What follows belongs to an exercise in optimizing a design on an open flow for small area and a short achievable clock period; a production flow would make more cautious choices.
At most, simulation tests tie the RTL to the original design; equivalence was not proved.
No driver is modelled on the clock port, so clock power and skew are understated where the tree is cut down; a real chip needs a root buffer or a tree.
No activity file was given, so power comes from the tool's default toggle rates.

==> flow/design.v (excerpt) <==
module adder_top (
    input         clk,
    input  [63:0] a,
    input  [63:0] b,
    input         cin,
    output [63:0] sum,
    output        cout
);
    reg [63:0] a_q, b_q;
    reg        cin_q;
    reg [63:0] sum_q;
    reg        cout_q;
    wire [63:0] s;
    wire        c;
    Adder #(.WIDTH(64)) u_adder (
        .io_a   (a_q),
        .io_b   (b_q),
        .io_cin (cin_q),
        .io_sum (s),
        .io_cout(c)
    );
    always @(posedge clk) begin
        a_q    <= a;
        b_q    <= b;
        cin_q  <= cin;
        sum_q  <= s;
        cout_q <= c;
    end
    assign sum  = sum_q;
    assign cout = cout_q;
endmodule
clock: 3.1 ns
lec_check: 0
abc_clock_period_in_ps: 1500
cap_margin: 20
core_margin: 2
core_utilization: 55
place_density: 0.8
setup_slack_margin: 1.4
slew_margin: 20
synth_hierarchical: 1
standard.sh (not shown) runs the stock make flow with config.mk's settings and CLKGATE_MAP_FILE= SYNTH_SCRIPT=/design/flow/synth_recipe.tcl, a recipe that flattens the netlist after the stock synthesis.
==> flow/flow/run.sh <==
#!/bin/bash
# Layout: the standard ORFS flow (standard.sh) with two changes:
#  - the input and output ports are buffered by buf_1 (buffer_ports -buffer_cell);
#  - after clock tree synthesis, flow/clocktree.tcl replaces the clock tree with
#    a two-level one (see its header); timing repair then runs after global
#    routing, on the new tree.
# make's full output goes to flow_make.log; each ORFS step logs to orfs/logs/.
set -euo pipefail
here=$(pwd)
bash standard.sh \
  BUFFER_PORTS_ARGS="-buffer_cell sky130_fd_sc_hd__buf_1" \
  SKIP_CTS_REPAIR_TIMING=1 \
  POST_CTS_TCL="$here/flow/clocktree.tcl" \
  finish > flow_make.log 2>&1
Other scripts of this flow, unchanged in this note and not shown: flow/flow/clocktree.tcl
The baseline finished clean.
==> next run, changes <==
--- a/flow/flow/run.sh
+++ b/flow/flow/run.sh
@@ -1,3 +1,5 @@
 #!/bin/bash
-# Layout: the standard ORFS flow (standard.sh) with two changes:
+# Layout: the standard ORFS flow (standard.sh) with three changes:
+#  - flow/pins.tcl places the ports as a bit-sliced datapath (operands on the
+#    bottom edge, results on the top edge, both in bit order);
 #  - the input and output ports are buffered by buf_1 (buffer_ports -buffer_cell);
@@ -11,2 +13,3 @@
   BUFFER_PORTS_ARGS="-buffer_cell sky130_fd_sc_hd__buf_1" \
+  PRE_IO_PLACEMENT_TCL="$here/flow/pins.tcl" \
   SKIP_CTS_REPAIR_TIMING=1 \
==> flow/flow/pins.tcl (new file) <==
# PRE_IO_PLACEMENT hook: lay the ports out as a bit-sliced datapath.  The die
# width is cut into 66 equal slots; slot 0 holds cin, slot i+1 holds a[i] and
# b[i] on the bottom edge and sum[i] on the top edge, slot 65 holds cout on
# the top edge.  The clock goes on the left edge.  place_pins then picks the
# exact legal positions inside each slot.
set die [[ord::get_db_block] getDieArea]
set x0 [expr { [$die xMin] / 1000.0 + 3.0 }]
set x1 [expr { [$die xMax] / 1000.0 - 3.0 }]
set step [expr { ($x1 - $x0) / 66.0 }]
proc pins_slot { x0 step k } {
  set a [expr { $x0 + $k * $step }]
  return [format "%.3f-%.3f" $a [expr { $a + $step }]]
}
set_io_pin_constraint -pin_names {cin} -region bottom:[pins_slot $x0 $step 0]
for { set i 0 } { $i < 64 } { incr i } {
  set r [pins_slot $x0 $step [expr { $i + 1 }]]
  set_io_pin_constraint -pin_names [list "a\[$i\]" "b\[$i\]"] -region bottom:$r
  set_io_pin_constraint -pin_names [list "sum\[$i\]"] -region top:$r
}
set_io_pin_constraint -pin_names {cout} -region top:[pins_slot $x0 $step 65]
set_io_pin_constraint -pin_names {clk} -region left:*
- CORE_UTILIZATION: 55 -> 40
- PLACE_DENSITY: 0.8 -> 0.6
The changed run completed with no timing, DRC or antenna violations.
Global-route usage grows by 2.6 points.
Sequential share of layout area shrinks by 1.7 points.
Register-to-register slack loses 0.04 ns.
==> next run, changes <==
- CORE_ASPECT_RATIO: not set -> 0.5
Final cell count came out higher by about 0.46%.
Worst hold slack loses 0.0043 ns.
Core utilization came out lower by 0.16 points.
Worst setup slack loses 0.021 ns.
Critical path depth stays the same.
==> next run, changes <==
--- a/flow/flow/run.sh
+++ b/flow/flow/run.sh
@@ -1,5 +1,3 @@
 #!/bin/bash
-# Layout: the standard ORFS flow (standard.sh) with three changes:
-#  - flow/pins.tcl places the ports as a bit-sliced datapath (operands on the
-#    bottom edge, results on the top edge, both in bit order);
+# Layout: the standard ORFS flow (standard.sh) with two changes:
 #  - the input and output ports are buffered by buf_1 (buffer_ports -buffer_cell);
@@ -13,3 +11,2 @@
   BUFFER_PORTS_ARGS="-buffer_cell sky130_fd_sc_hd__buf_1" \
-  PRE_IO_PLACEMENT_TCL="$here/flow/pins.tcl" \
   SKIP_CTS_REPAIR_TIMING=1 \
- CORE_ASPECT_RATIO: 0.5 -> not set
- PLACE_DENSITY: 0.6 -> 0.85
removed: flow/flow/pins.tcl
After rerunning:
- The changed run ran to the end with no violations
- cell area decreases by about 4%
- total power shrinks by about 1.6%
- clock skew is higher by 0.018 ns
- setup slack is better by 0.13 ns
No run of this note included a check of the RTL's function; only the layout flow was run. No run of this note takes its clock network from TritonCTS; it comes from the design's own scripts or RTL.


## v6
adder_top, a different RTL version from the one above (not shown whole).
For scale: ~800 cells after synthesis, ~200 I/O pins, roughly 7700 um^2 of cells after synthesis.
// adder_top
module adder_top (
    input         clk,
    input  [63:0] a,
    input  [63:0] b,
    input         cin,
    output [63:0] sum,
    output        cout
);
    reg [63:0] a_q, b_q;
    reg        cin_q;
    reg [63:0] sum_q;
    reg        cout_q;
    wire [63:0] s;
    wire        c;
    Adder #(.WIDTH(64)) u_adder (
        .io_a   (a_q),
        .io_b   (b_q),
        .io_cin (cin_q),
        .io_sum (s),
        .io_cout(c)
    );
    always @(posedge clk) begin
        a_q    <= a;
        b_q    <= b;
        cin_q  <= cin;
        sum_q  <= s;
        cout_q <= c;
    end
    assign sum  = sum_q;
    assign cout = cout_q;
endmodule
export LEC_CHECK = 0
export ABC_CLOCK_PERIOD_IN_PS = 1500
export CAP_MARGIN = 20
export CORE_MARGIN = 2
export CORE_UTILIZATION = 40
export PLACE_DENSITY = 0.6
export SETUP_SLACK_MARGIN = 1.4
export SLEW_MARGIN = 20
export SYNTH_HIERARCHICAL = 1
create_clock -name core_clock -period 3.1 [get_ports {clk}]
==> flow/flow/run.sh <==
#!/bin/bash
# Layout: the standard ORFS flow (standard.sh) with these changes:
#  - the input and output ports are buffered by buf_1 (buffer_ports -buffer_cell),
#    and after clock tree synthesis flow/outbuf.tcl makes the output ones stronger;
#  - after clock tree synthesis, flow/clocktree.tcl replaces the clock tree with
#    a two-level one (see its header); timing repair then runs after global
#    routing, on the new tree.
# make's full output goes to flow_make.log; each ORFS step logs to orfs/logs/.
set -euo pipefail
here=$(pwd)
# clock tree cells (read by flow/clocktree.tcl)
export CT_IN_ROOTS=3 CT_IN_LEAVES=9 CT_OUT_LEAVES=4
export CT_IN_CELL=sky130_fd_sc_hd__clkbuf_16
export CT_IN_LEAF_CELL=sky130_fd_sc_hd__clkbuf_8
export CT_MID_CELL=sky130_fd_sc_hd__clkbuf_2
export CT_OUT_CELL=sky130_fd_sc_hd__clkbuf_16
# output port buffer (read by flow/outbuf.tcl)
export OUT_PORT_BUF=sky130_fd_sc_hd__buf_2
bash standard.sh \
  BUFFER_PORTS_ARGS="-buffer_cell sky130_fd_sc_hd__buf_1" \
  SKIP_CTS_REPAIR_TIMING=1 \
  POST_CTS_TCL="$here/flow/post_cts.tcl" \
  finish > flow_make.log 2>&1
Other scripts of this flow, unchanged in this note and not shown: flow/flow/clocktree.tcl, flow/flow/outbuf.tcl, flow/flow/post_cts.tcl
Every stage of the flow completed for v6, and the final layout passed the timing, design-rule and antenna checks.
Input-level comparison between v7 and v6:
Settings: SETUP_SLACK_MARGIN changed from 1.4 to 1.2.
Notes after the runs:
Run comparison: v7 launch point of the worst path b_q[12]; v6 launch point of the worst path b_q[8]. On v7: share of cells above drive strength 1 is 11 points lower than what v6 gave. Diff v6 -> v7 | part of the power in the clock network | increase of 0.4 points. v7 vs v6: fraction of area in registers up in v7. Higher combinational power was reported by v6, not v7.
In every run of this note, the design's own scripts or RTL, not TritonCTS, make the clock network.


== main ==
Another version of the RTL of adder_top (not shown whole).
For scale: ~190 flip-flops, ~200 I/O pins.
clock: 3.1 ns
lec_check: 0
abc_clock_period_in_ps: 1500
cap_margin: 20
core_margin: 2
core_utilization: 40
place_density: 0.6
setup_slack_margin: 1.42
slew_margin: 20
synth_hierarchical: 1
==> flow/flow/run.sh <==
#!/bin/bash
# Layout: the standard ORFS flow (standard.sh) with these changes:
#  - after floorplanning, flow/downsize.tcl sets every logic gate to its
#    smallest drive strength (timing repair later upsizes what it needs);
#  - the input and output ports are buffered by buf_1 (buffer_ports -buffer_cell),
#    and after clock tree synthesis flow/outbuf.tcl makes the output ones stronger;
#  - after clock tree synthesis, flow/clocktree.tcl replaces the clock tree with
#    a two-level one (see its header); timing repair then runs after global
#    routing, on the new tree.
# make's full output goes to flow_make.log; each ORFS step logs to orfs/logs/.
set -euo pipefail
here=$(pwd)
# clock tree cells (read by flow/clocktree.tcl)
export CT_IN_ROOTS=3 CT_IN_LEAVES=9 CT_OUT_LEAVES=4
export CT_IN_CELL=sky130_fd_sc_hd__clkbuf_16
export CT_IN_LEAF_CELL=sky130_fd_sc_hd__clkbuf_16
export CT_MID_CELL=sky130_fd_sc_hd__clkbuf_2
export CT_OUT_CELL=sky130_fd_sc_hd__clkbuf_16
# output port buffer (read by flow/outbuf.tcl)
export OUT_PORT_BUF=sky130_fd_sc_hd__buf_2
bash standard.sh \
  BUFFER_PORTS_ARGS="-buffer_cell sky130_fd_sc_hd__buf_1" \
  POST_FLOORPLAN_TCL="$here/flow/downsize.tcl" \
  SKIP_CTS_REPAIR_TIMING=1 \
  POST_CTS_TCL="$here/flow/post_cts.tcl" \
  finish > flow_make.log 2>&1
Other scripts of this flow, unchanged in this note and not shown: flow/flow/clocktree.tcl, flow/flow/downsize.tcl, flow/flow/outbuf.tcl, flow/flow/post_cts.tcl
Setup changes, main to the feature branch
- SETUP_SLACK_MARGIN changed from 1.42 to 1.4
### Flow results
The feature branch completed every stage of the flow, and the final layout passed the timing, design-rule and antenna checks. Looking only at met2 track utilization from global routing, and setting everything else aside, the higher value of main and the feature branch goes to main. Global-route usage over all layers | the feature branch above main. The feature branch ended up with a higher number of buffer and inverter instances along the worst setup path than main did.
In every run of this note, the design's own scripts or RTL, not TritonCTS, make the clock network.

==> separate check: timing with driven ports <==
Ports are ideal in the flow. The routed layouts listed here were re-timed in OpenROAD.
Step 1 (the two cells are an assumption about what drives the block):
set clk [get_ports {clk}]
set_driving_cell -lib_cell sky130_fd_sc_hd__clkbuf_16 $clk
set_driving_cell -lib_cell sky130_fd_sc_hd__buf_2 [delete_from_list [all_inputs] $clk]
Step 2 times the ports against the registers' clock, not the clock port: input delays grow and output delays shrink by t, the midpoint of the rising clock arrivals with the driver on.
a / b / c = ideal ports / drivers / drivers and shift; a / b = the first two.
| run | t, ns | setup WS [ns] | worst hold slack (ns) | worst slew at a driven data input, ns | cell pins on the clock port's net |
|---|---|---|---|---|---|
| the first run of note 1 | 0.402 | 1.225 / 1.225 / 1.225 | 0.363 / 0.363 / 0.363 | 0.06 | 4 |
| the second run of note 1 | 0.388 | 1.187 / 1.188 / 1.188 | 0.424 / 0.359 / 0.437 | 0.04 | 4 |
| the third run of note 1 | 0.398 | 1.167 / 1.167 / 1.167 | 0.420 / 0.351 / 0.433 | 0.04 | 4 |
| the fourth run of note 1 | 0.404 | 1.293 / 1.294 / 1.294 | 0.349 / 0.349 / 0.349 | 0.06 | 4 |
| v6 | 0.490 | 1.419 / 1.364 / 1.419 | 0.195 / 0.195 / 0.195 | 0.04 | 4 |
| v7 | 0.510 | 1.265 / 1.265 / 1.265 | 0.170 / 0.171 / 0.171 | 0.05 | 4 |
| main | 0.489 | 1.423 / 1.392 / 1.423 | 0.299 / 0.299 / 0.299 | 0.07 | 4 |
| the feature branch | 0.500 | 1.450 / 1.370 / 1.476 | 0.298 / 0.298 / 0.298 | 0.07 | 4 |
After both steps every run listed still meets setup and hold.
